Background: an optimization exercise with open tools, aiming at a short achievable clock period and few clock cycles. Do not read the settings as production practice. Only simulation tests tie the RTL to the original design; equivalence was not proved. Power and IR drop assume default switching activity.

File: design/flow/config.mk
export PLATFORM = sky130hd
export DESIGN_NAME = cpu
export DESIGN_NICKNAME = cpu
export VERILOG_FILES = /design/flow/design.v
export SDC_FILE = /design/flow/constraint.sdc
export NUM_CORES = 4
export LEC_CHECK = 0
export CAP_MARGIN = 20
export CORE_MARGIN = 2
export CORE_UTILIZATION = 40
export PLACE_DENSITY = 0.6
export SLEW_MARGIN = 20
File: design/flow/constraint.sdc
create_clock -name core_clock -period 13.0 [get_ports {clk}]
set_input_delay 2.6000 -clock core_clock [delete_from_list [all_inputs] [get_ports {clk}]]
set_output_delay 2.6000 -clock core_clock [all_outputs]
set_load 0.01 [all_outputs]
File: design/flow/design.v
module alu(input	[15:0] a, b, 
		   input	[1:0]  alucont,
           output reg [15:0] result);
  always@(*)
    case(alucont[1:0])
      2'b00: result <= a + b;
      2'b01: result <= a & b;
      2'b10: result <= a - b; 
      default: result <= 16'b0000000000000000;
    endcase
endmodule
module regfile(input         clk, 
               input         RegWr, 
               input  [2:0]  Rs1, Rs2, Rd, 
               input  [15:0] WBus, 
               output reg [15:0] Bus1, Bus2);
	reg [15:0] rf[7:0];
	always @(negedge clk)
		if (RegWr && Rd != 0)
			rf[Rd] <= WBus ;
  	assign Bus1 = (Rs1 != 0) ? rf[Rs1] : 0 ;
  	assign Bus2 = (Rs2 != 0) ? rf[Rs2] : 0 ;
endmodule
module adder(input  [15:0] a, b,
             output [15:0] y);
  assign y = a + b;
endmodule
module subtractor(input  [15:0] a, b,
				output	Z, N, V, 
             	output [15:0] y);
	assign y = a - b;
	assign N = y[15];
	assign V = (a[15] ^ b[15]) & (a[15] ^ y[15]);
	assign Z = ~|y;
endmodule
module signext #(parameter WIDTH = 8)  
				(input  [WIDTH-1:0] a,
				input	extendcont,
				output [15:0] y);
  assign y = extendcont ? {{(16-WIDTH){a[WIDTH-1]}}, a} : {{(16-WIDTH){1'b0}}, a};
endmodule
module flopr #(parameter WIDTH = 16)  
              (input                  clk, reset,
               input      [WIDTH-1:0] d, 
               output reg [WIDTH-1:0] q);
  always @(posedge clk, posedge reset)
    if (reset) q <= 0;
    else       q <= d;
endmodule
module flopenr #(parameter WIDTH = 16)
                (input                  clk, reset,
                 input                  en,
                 input      [WIDTH-1:0] d, 
                 output reg [WIDTH-1:0] q);
  always @(posedge clk, posedge reset)
    if      (reset) q <= 0;
    else if (en)    q <= d;
endmodule
module mux2 #(parameter WIDTH = 16)
             (input  [WIDTH-1:0] d0, d1, 
              input              s, 
              output [WIDTH-1:0] y);
  assign y = s ? d1 : d0; 
endmodule
module mux4 #(parameter WIDTH = 16)
             (input  [WIDTH-1:0] d0, d1, d2, d3,
              input  [1:0]       s, 
              output [WIDTH-1:0] y);
  assign y = s[1] ? (s[0] ? d3 : d2) : (s[0] ? d1 : d0); 
endmodule
module controller(input        clk, reset,
                input  [3:0] opcode,
                input        M, N, V, Z, stall,
				output  [1:0] RegSrc1, RegSrc2, RegDest, MEMWBdata, EXALUOp, PCSrc,
				output sign_extend_imm, MEMMemRd, MEMMemWr, MEMSignExtendMemData, EXALUSrc, EXMemDataIn, 
    			output WBRegWr, EXRegWr, MEMRegWr, EXMemRd, EXMemWr, DMemWr, killF
				);
	wire  DRegWr, DALUSrc, DMemDataIn, DMemRd, DSignExtendMemData, selectedRegWr, selectedMemWr;
	wire  EXSignExtendMemData;
	wire [1:0] DALUOp, DWBdata, EXWBdata;
	mainControlUnit mcu(opcode, M,
	RegSrc1, RegSrc2, RegDest, DWBdata,
	sign_extend_imm, DRegWr, DALUSrc, DMemDataIn, DMemRd, DMemWr, DSignExtendMemData);
	alucontrol ac(opcode, DALUOp);
	pccontrol pc(opcode, Z, N, V, PCSrc, killF);
	mux2 #(2) ctrlSignalSelector({DRegWr, DMemWr}, 2'b00, stall, {selectedRegWr, selectedMemWr});
	flopr #(4) EX_IDEXBuffer(clk, reset, {DALUSrc, DALUOp, DMemDataIn}, {EXALUSrc, EXALUOp, EXMemDataIn});
	flopr #(5) MEM_IDEXBuffer(clk, reset, {DMemRd, selectedMemWr, DSignExtendMemData, DWBdata}, {EXMemRd, EXMemWr, EXSignExtendMemData, EXWBdata});
	flopr #(1) WB_IDEXBuffer(clk, reset, {selectedRegWr}, {EXRegWr}); 
	flopr #(5) MEM_EXMEMBuffer(clk, reset, {EXMemRd, EXMemWr, EXSignExtendMemData, EXWBdata}, {MEMMemRd, MEMMemWr, MEMSignExtendMemData, MEMWBdata});
	flopr #(1) WB_EXMEMBuffer(clk, reset, {EXRegWr}, {MEMRegWr});
	flopr #(1) WB_MEMWBBuffer(clk, reset, {MEMRegWr}, {WBRegWr});
endmodule
module mainControlUnit(input  [3:0] op, input mode,
               output       [1:0] RegSrc1, RegSrc2,
               output       [1:0] RegDest, WBdata,
               output       sign_extend_imm, RegWr,
               output       ALUsrc, MemDataIn,
               output 		MemRd, MemWr, 
			   output		Sign_Extend_Data);
  reg [14:0] controls;
  assign {RegSrc1, RegSrc2, RegDest,
          sign_extend_imm, RegWr,
          ALUsrc, MemDataIn, MemRd,
		  MemWr, Sign_Extend_Data, WBdata} = controls;
  always @(*)
    casez({op, mode})
      {4'b0000,   1'b?}: controls <= 15'b000000010000000;  
	  {4'b0001,   1'b?}: controls <= 15'b000000010000000;  
	  {4'b0010,   1'b?}: controls <= 15'b000000010000000;  
	  {4'b0011,  1'b?}: controls <= 15'b010101111000000;  
	  {4'b0100,  1'b?}: controls <= 15'b010101011000000;  
	  {4'b0101,    1'b?}: controls <= 15'b010101111010001;  
	  {4'b0110,   1'b0}: controls <= 15'b010101111010010;  
	  {4'b0110,   1'b1}: controls <= 15'b010101111010110;  
	  {4'b0111,    1'b?}: controls <= 15'b010100101001000;  
	  {4'b1000,   1'b0}: controls <= 15'b010100100000000;  
	  {4'b1000,  1'b1}: controls <= 15'b110100100000000;  
	  {4'b1001,   1'b0}: controls <= 15'b010100100000000;  
	  {4'b1001,  1'b1}: controls <= 15'b110100100000000;  
	  {4'b1010,   1'b0}: controls <= 15'b010100100000000;  
	  {4'b1010,  1'b1}: controls <= 15'b110100100000000;  
	  {4'b1011,   1'b0}: controls <= 15'b010100100000000;  
	  {4'b1011,  1'b1}: controls <= 15'b110100100000000;  
	  {4'b1100,   1'b?}: controls <= 15'b000000000000000;  
	  {4'b1101,  1'b?}: controls <= 15'b000010010000011;  
	  {4'b1110,   1'b?}: controls <= 15'b100000000000000;  
	  {4'b1111,   1'b?}: controls <= 15'b111100000101000;  
	  default: controls <= 15'b111111111111111;  
    endcase
endmodule
module alucontrol(input	[3:0] opcode,
				output reg	[1:0] ALUop);
  always @(*)
    case(opcode)
		4'b0000: ALUop <= 2'b01; 
     	4'b0001: ALUop <= 2'b00;
		4'b0010: ALUop <= 2'b10;
		4'b0011: ALUop <= 2'b00;
		4'b0100: ALUop <= 2'b01;
		4'b0101: ALUop <= 2'b00;
		4'b0110: ALUop <= 2'b00;
		4'b0111: ALUop <= 2'b00;
		4'b1000: ALUop <= 2'b00;
		4'b1001: ALUop <= 2'b00;
		4'b1010: ALUop <= 2'b00;
		4'b1011: ALUop <= 2'b00;
		4'b1100: ALUop <= 2'b00;
		4'b1101: ALUop <= 2'b00;
		4'b1110: ALUop <= 2'b00;
		4'b1111: ALUop <= 2'b00;
    endcase
endmodule
module pccontrol(input	[3:0] IDOpcode,
	input Z, N, V,
	output [1:0] PCsrc,
	output killF);
	reg branchTaken, jump, rtrn;
	assign branchTaken = ((IDOpcode == 4'b1000) && ((Z == 1) || (N != V))) ||
	((IDOpcode == 4'b1001) && (N == V)) ||
	((IDOpcode == 4'b1010) && (Z == 1)) ||
	((IDOpcode == 4'b1011) && (Z == 0));
	assign jump = (IDOpcode == 4'b1100) || (IDOpcode == 4'b1101);
	assign rtrn = IDOpcode == 4'b1110;
	assign PCsrc = branchTaken ? 2'b01 : 
	(jump ? 2'b10 : 
	(rtrn ?	2'b11 : 2'b00));
	assign killF = (IDOpcode[3:2] == 2'b10) || (IDOpcode == 4'b1100) || (IDOpcode == 4'b1101) || (IDOpcode == 4'b1110);
endmodule
module datapath(input         clk, reset,
				input  [1:0] RegSrc1, RegSrc2, RegDest, MEMWBdata, EXALUOp, PCSrc,
				input sign_extend_imm, MEMSignExtendMemData, EXALUSrc, EXMemDataIn,
    			input WBRegWr, EXRegWr, MEMRegWr, DMemWr, EXMemRd, EXMemWr, killF,
                output	Z, N, V, mode, stall,
                output [15:0] instrAddrF,
                input  [15:0] instrF,
                output [15:0] DataInM, ALUOutM,
                input  [15:0] DataOut, 
                output [3:0]  Opcode);
	wire [15:0] PCPlus2F, branchAddr, selectedInstruction;
	wire [15:0] untakenBranchPC;
	wire [15:0] PCNext;
	wire [1:0] ForwardBus1, ForwardBus2;
	wire ForwardME;
	wire [2:0] RegSrc1D, RegSrc2D, RegDestD;
	wire [15:0] Bus1D, Bus2D, SubOut, instrAddrD, PCPlus2D;
	wire [15:0] ForwardedData1, ForwardedData2, extendedImmediateD, extendedImmediateS, instrD;
	wire EXForwardME;
	wire [2:0] RegDestE;
	wire [15:0] ALUOutE, ALUIn2, SelectedDataIn, DataInE, extendedImmediateE, instrAddrE,
	Bus1E, Bus2E, PCPlus2E;
	wire [15:0] PCPlus2M, extendedDataOut, WrittenDataM;
	wire [2:0] RegDestM;
	wire [15:0] WrittenDataW;
	wire [2:0] RegDestW;
	hazard    h(RegDestE, RegDestM, RegSrc1D, RegSrc2D,
	EXRegWr, MEMRegWr, EXMemRd, DMemWr,
	ForwardME,
	ForwardBus1, ForwardBus2, 
	stall);
	mux2 #(16) untakenBranchMUX(PCPlus2F, instrAddrF, killF, untakenBranchPC);
	mux4 PCinput(untakenBranchPC, branchAddr, {instrAddrF[15:13], instrD[11:0], 1'b0}, ForwardedData1, PCSrc, PCNext);
	flopenr #(16) PC(clk, reset, ~stall, PCNext, instrAddrF);	 
	adder       pcadd1(instrAddrF, 16'b10, PCPlus2F);	 
	mux2 #(16) fetchedInstructionSelector(instrF, 16'b0000000000000000, killF, selectedInstruction);
	flopenr #(16) PCBufferF(clk, reset, ~stall, instrAddrF, instrAddrD);	 
	flopenr #(16) PCPlusBufferF(clk, reset, ~stall, PCPlus2F, PCPlus2D);	 
	flopenr #(16) FetchedInstrBufferF(clk, reset, ~stall, selectedInstruction, instrD);	 
	assign Opcode = instrD[15:12];
	assign mode = instrD[11];
	mux4 #(3) regSrc1Selector(instrD[8:6], instrD[7:5], 3'b111, 3'b000, RegSrc1, RegSrc1D);			
	mux4 #(3) regSrc2Selector(instrD[5:3], instrD[10:8], instrD[10:8], instrD[11:9], RegSrc2, RegSrc2D);
	mux4 #(3) regDestSelector(instrD[11:9], instrD[10:8], 3'b111, 3'b000, RegDest, RegDestD);
	regfile rf(clk, WBRegWr, RegSrc1D, RegSrc2D, RegDestW, WrittenDataW, Bus1D, Bus2D);
	mux4 #(16) ForwardBus1Selector(Bus1D, ALUOutE, WrittenDataM, WrittenDataW, ForwardBus1, ForwardedData1);
	mux4 #(16) ForwardBus2Selector(Bus2D, ALUOutE, WrittenDataM, WrittenDataW, ForwardBus2, ForwardedData2);
	signext #(5) itype_extender(instrD[4:0], sign_extend_imm, extendedImmediateD);
	adder branchAdder(extendedImmediateD, instrAddrD, branchAddr);
	subtractor sb(ForwardedData1, ForwardedData2, Z, N, V, SubOut);
	flopr #(16) ImmBufferE(clk, reset, extendedImmediateD, extendedImmediateE);
	flopr #(16) PCBufferE(clk, reset, instrAddrD, instrAddrE);
	flopr #(16) Bus1BufferE(clk, reset, ForwardedData1, Bus1E);
	flopr #(16) Bus2BufferE(clk, reset, ForwardedData2, Bus2E);
	flopr #(3) RdE(clk, reset, RegDestD, RegDestE);
	flopr #(16) PCPlusBufferE(clk, reset, PCPlus2D, PCPlus2E);
	flopr #(16) ExtendedSTypeImmediate(clk, reset, {{(7){instrD[8]}} ,instrD[8:0]}, extendedImmediateS);
	flopr #(1)  ForwardMEBuffer(clk, reset, ForwardME, EXForwardME);
	mux2 #(16) ALUInputSelector(Bus2E, extendedImmediateE, EXALUSrc, ALUIn2);
	alu ALU(Bus1E, ALUIn2, EXALUOp, ALUOutE);
	mux2 #(16) ForwardedMemDataSelector(Bus2E, DataOut, EXForwardME, DataInE);
	mux2 #(16) DataInSelector(DataInE, extendedImmediateS, EXMemDataIn, SelectedDataIn);
	flopr #(16) ALUOutBuffer(clk, reset, ALUOutE, ALUOutM);
	flopr #(16)	DataInBuffer(clk, reset, SelectedDataIn, DataInM);
	flopr #(16)	NextPCBuffer(clk, reset, PCPlus2E, PCPlus2M);
	flopr #(3)	RdMBuffer(clk, reset, RegDestE, RegDestM);
	signext #(8) MemDataExtender(DataOut[7:0], MEMSignExtendMemData, extendedDataOut);
	mux4 #(16) WBDataSelector(ALUOutM, DataOut, extendedDataOut, PCPlus2M, MEMWBdata, WrittenDataM);
	flopr #(16) WBDataBuffer(clk, reset, WrittenDataM, WrittenDataW);
	flopr #(3) RdWBuffer(clk, reset, RegDestM, RegDestW);	  
endmodule
module hazard(input [2:0] Rd2, Rd3, Rs1, Rs2, 
              input ExRegWr, MemRegWr, ExMemRd, DMemWr,
              output reg ForwardMemEx,
              output reg [1:0] ForwardBus1, ForwardBus2,
              output reg stall);
 	always @(*)
		begin
			ForwardBus1 = 2'b00; ForwardBus2 = 2'b00;
      		if (Rs1 != 0)
        		if (Rs1 == Rd2 & ExRegWr)
					ForwardBus1 = 2'b01 ;
        		else if (Rs1 == Rd3 & MemRegWr)
					ForwardBus1 = 2'b10 ;
      		if (Rs2 != 0)
        		if (Rs2 == Rd2 & ExRegWr)
					ForwardBus2 = 2'b01 ;
        		else if (Rs2 == Rd3 & MemRegWr)
					ForwardBus2 = 2'b10 ;
			ForwardMemEx = 1'b0 ;
			stall = ExMemRd && (ForwardBus1 == 1 || ForwardBus2 == 1) && !ForwardMemEx ;  
		end
endmodule
module cpu(input         clk, reset,
	input [15:0] dataout, instruction,
	output  MemRd, MemWr,
	output [15:0] datain, instrAddr, dataAddr);
  wire [3:0] opcode;
  wire M, Z, N, V, stall;
  wire [1:0] RegSrc1, RegSrc2, RegDest, MEMWBdata, EXALUOp, PCSrc;
  wire sign_extend_imm, MEMSignExtendMemData, EXALUSrc,
  WBRegWr, EXRegWr, MEMRegWr, EXMemRd, EXMemWr, killF, EXMemDataIn, DMemWr;
  controller c(clk, reset, opcode, M, N, V, Z, stall,
  RegSrc1, RegSrc2, RegDest, MEMWBdata, EXALUOp, PCSrc,
  sign_extend_imm, MemRd, MemWr, MEMSignExtendMemData, EXALUSrc, EXMemDataIn,
  WBRegWr, EXRegWr, MEMRegWr, EXMemRd, EXMemWr, DMemWr, killF);
  datapath dp(clk, reset, RegSrc1, RegSrc2, RegDest, MEMWBdata, EXALUOp, PCSrc,
  sign_extend_imm, MEMSignExtendMemData, EXALUSrc, EXMemDataIn,
  WBRegWr, EXRegWr, MEMRegWr, DMemWr, EXMemRd, EXMemWr, killF, Z, N, V, M, stall,
  instrAddr, instruction, datain, dataAddr, dataout, opcode);
endmodule
File: design/flow/run.sh
#!/bin/bash
# synth_recipe.tcl (not shown) runs the flow's synth.tcl, then flattens the netlist and writes it again
# the make line also repeats each setting of config.mk as NAME=value (left out here)
make -C /OpenROAD-flow-scripts/flow DESIGN_CONFIG=/design/flow/config.mk WORK_HOME=/design/flow/orfs CLKGATE_MAP_FILE= SYNTH_SCRIPT=/design/flow/synth_recipe.tcl finish
==> reports/results.tsv <==
metric	value	unit
pin count of the biggest net entering global routing	74	
drt via density	5.81	
CTS sink cnt	339	
global-route wire length before repair	86400	µm
RSZ-0062 raised after global routing	false	
drt pass-1 iters	5	
number of library cell types mapped by synthesis	91	
chip width	215	µm
Core Area	0.0441	mm²
Worst EP arrival	12970	ps
overall power	6.56	mW
cell area power density	305	mW/mm²
top cells by area, synth	dfrtp_1, edfxtp_1, mux2i_1	
Final #Nets	1978	
asr flop ratio synth	62.2	%
leading area contributor after synthesis	dfrtp_1	
yosys warns	16	
Initial Util	40.5	%
setup TNS	0	ps
internal power	3.63	mW
# hold bufs at CTS	0	
Routed Antenna Nets	0	
Pins Over Slew Limit	0	
Max Root-Sink Buffers	3	
peak supply drop	0.139	mV
Site Rows	77	
Worst-Margin Slew	1230	ps
Worst-path clk slew	60	ps
Reg power frac	28.3	%
Clock power frac	20.9	%
Top Ports	84	
WL final	57000	µm
sw frac	44.6	%
most frequent cells in the layout	dfrtp_1, inv_1, nand2_1, nor2_1, edfxtp_1	
number of global-route vias before repair	14500	
gr usage total	24.4	%
GRT overflow	0	
Max H-tree Level	2	
final worst slack	487	ps
Comb pwr share	50.8	%
Synth Flop Type	dfrtp_1	
Syn Area/Cell	10.7	µm²
max cap viols	0	
crit path kind	flip-flop to flip-flop	
slew margin rel.	17.3	%
via count	14600	
drt wl/cell	22.6	µm
Switch Pwr	2.92	mW
status	complete, no violations	
antenna cells	0	
CTS tree	built	
quantity of I/O buffers inserted on ports	83	
initial antenna violation count	0	
Max Fanout on Critical Path	5	
share of cells above drive strength 1	10.8	%
most common cell after layout, fill and taps aside	dfrtp_1	
pre-CTS setup slack	44.7	ps
sequential-to-total area share from yosys stat	51.0	%
register bit total from synthesis	339	
Critical Path Source Type	flip-flop	
P_leak	9.38	nW
Synth Instances	1676	
Synth top area share	29.5	%
worst clock skew	65.0	ps
DR DRC count	0	
GPL Wtd Cong	0.951	
Num CTS Buffers	40	
Die Y	215	µm
clk latency of the worst-skew pair	630	ps
Die ar.	0.0464	mm²
HP Class	flip-flop to flip-flop	
Worst Path Required	13460	ps
# setup viols final	0	
Iter 0 DRT Violations	1361	
Post-DP HPWL	40100	µm
critical path endpoint category	flip-flop	
Hold Violations, Final	0	
clock root buffer	clkbuf_16	
EDFF count, synth	128	
synthesized area	0.0179	mm²
area grow syn2layout	20.1	%
R2R setup slack	490	ps
[routing by layer]
layer	share of wire, %	routed length, µm	global-route usage [%]	vias up
li1	-	-	-	6634
met1	43	24600	33.3	7298
met5	0	0	0	-
met4	3.8	2140	10.4	0
met3	6.7	3830	3.19	115
met2	46	26400	39.3	577
[cells in the mapped netlist, drive strengths merged (14+ instances only)]
library cell and n:
dfrtp 211, nand2 158, nor2 134, edfxtp 128, o21ai 106, mux2i 87, a21oi 85, mux2 65
inv 56, clkbuf 52, ha 48, a211oi 44, buf 43, xnor2 36, nand3 34, nor3 29
nand2b 25, xor2 25, nor2b 22, o211ai 21, o22ai 21, a221oi 20, and2 16, a222oi 14
[critical path: stages (launching register included)]
cell,delay [ps]
edfxtp_1,390
mux2_2,280
a222oi_1,250
mux2i_1,180
mux2i_1,330
a211oi_4,160
inv_1,100
ha_1,150
nand2b_1,140
a21oi_2,100
o41ai_4,430
o31ai_2,160
a21oi_1,170
nor2_1,50
o21ai_1,110
nand2b_1,80
fa_1,420
nand3b_1,160
a221o_1,270
nor4_2,130
o2111ai_1,130
and4bb_2,360
nand4_1,180
a21oi_4,230
buf_4,140
mux4_2,470
mux2_2,260
[power by group through the flow]
stage	Clock [mW]	Sequential, mW	Combinational, mW
CTS	1.39	1.86	3.22
floorplan	0.0589	1.75	2.12
detailed placement	0.0589	1.87	3.20
global placement	0.0589	1.85	3.19
global route	1.47	1.90	3.59
finish	1.37	1.86	3.33
[worst paths after layout]
kind / end / depth (start not counted) / startpoint
setup / recovery: dp.PC.q[7]$_DFFE_PP0P_ / 26 / dp.rf.rf[6][0]$_DFFE_NP_
hold / removal: dp.NextPCBuffer.q[13]$_DFF_PP0_ / 0 / dp.PCPlusBufferE.q[13]$_DFF_PP0_
setup reg to reg: dp.PC.q[7]$_DFFE_PP0P_ / 26 / dp.rf.rf[6][0]$_DFFE_NP_
hold reg to reg: dp.NextPCBuffer.q[13]$_DFF_PP0_ / 0 / dp.PCPlusBufferE.q[13]$_DFF_PP0_
max in group asynchronous: dp.Bus1BufferE.q[6]$_DFF_PP0_ / 3 / reset
min in group asynchronous: dp.WBDataBuffer.q[4]$_DFF_PP0_ / 2 / reset
[flip-flops by register name, summed over array words and instances, names as in the netlist, 15 cells and up]
name and cells:
dp.rf.rf 128, dp.ALUOutBuffer.q 16, dp.Bus1BufferE.q 16, dp.Bus2BufferE.q 16
dp.DataInBuffer.q 16, dp.FetchedInstrBufferF.q 16, dp.NextPCBuffer.q 16, dp.PC.q 16
dp.PCPlusBufferE.q 16, dp.PCPlusBufferF.q 16, dp.WBDataBuffer.q 16, dp.PCBufferF.q 15
[logic make-up after synthesis]
kind of cell | Yosys count | synth area share, %
muxes | 153 | 9.09
xor gates and xnor gates | 61 | 2.99
buffers and inverters | 151 | 3.48
AOI/OAI and AO/OA | 450 | 17.3
DFF | 339 | 51.0
other | 1 | 0.0210
and+or+nand+nor | 470 | 12.3
adders and majority gates | 51 | 3.70
[layout make-up]
type	count	area, µm²
clock buffers	49	1080
clock inverters	153	837
fillers	4199	22700
inverters	55	214
multi-input cells	1201	8300
flip-flops and latches	339	9120
well taps	592	741
repair buffers	128	1170
[through the flow]
step	instances	cell area [µm²]	hold slack [ps]	utilization [%]
finish	2517	21500	346	48.7
global route	2517	21500	352	48.7
CTS	2512	21400	348	48.4
detailed placement	2311	19500	335	44.1
global placement	2311	19500	334	44.1
floorplan	1691	17900	331	-
[what timing repair did]
action	CTS	global route
endpoints found under the setup margin	4	16
buffers inserted	0	5
pin swaps	0	2
resized for setup	1	11
Testbench counts, summed over its fixed seeds: cycles 11,599.
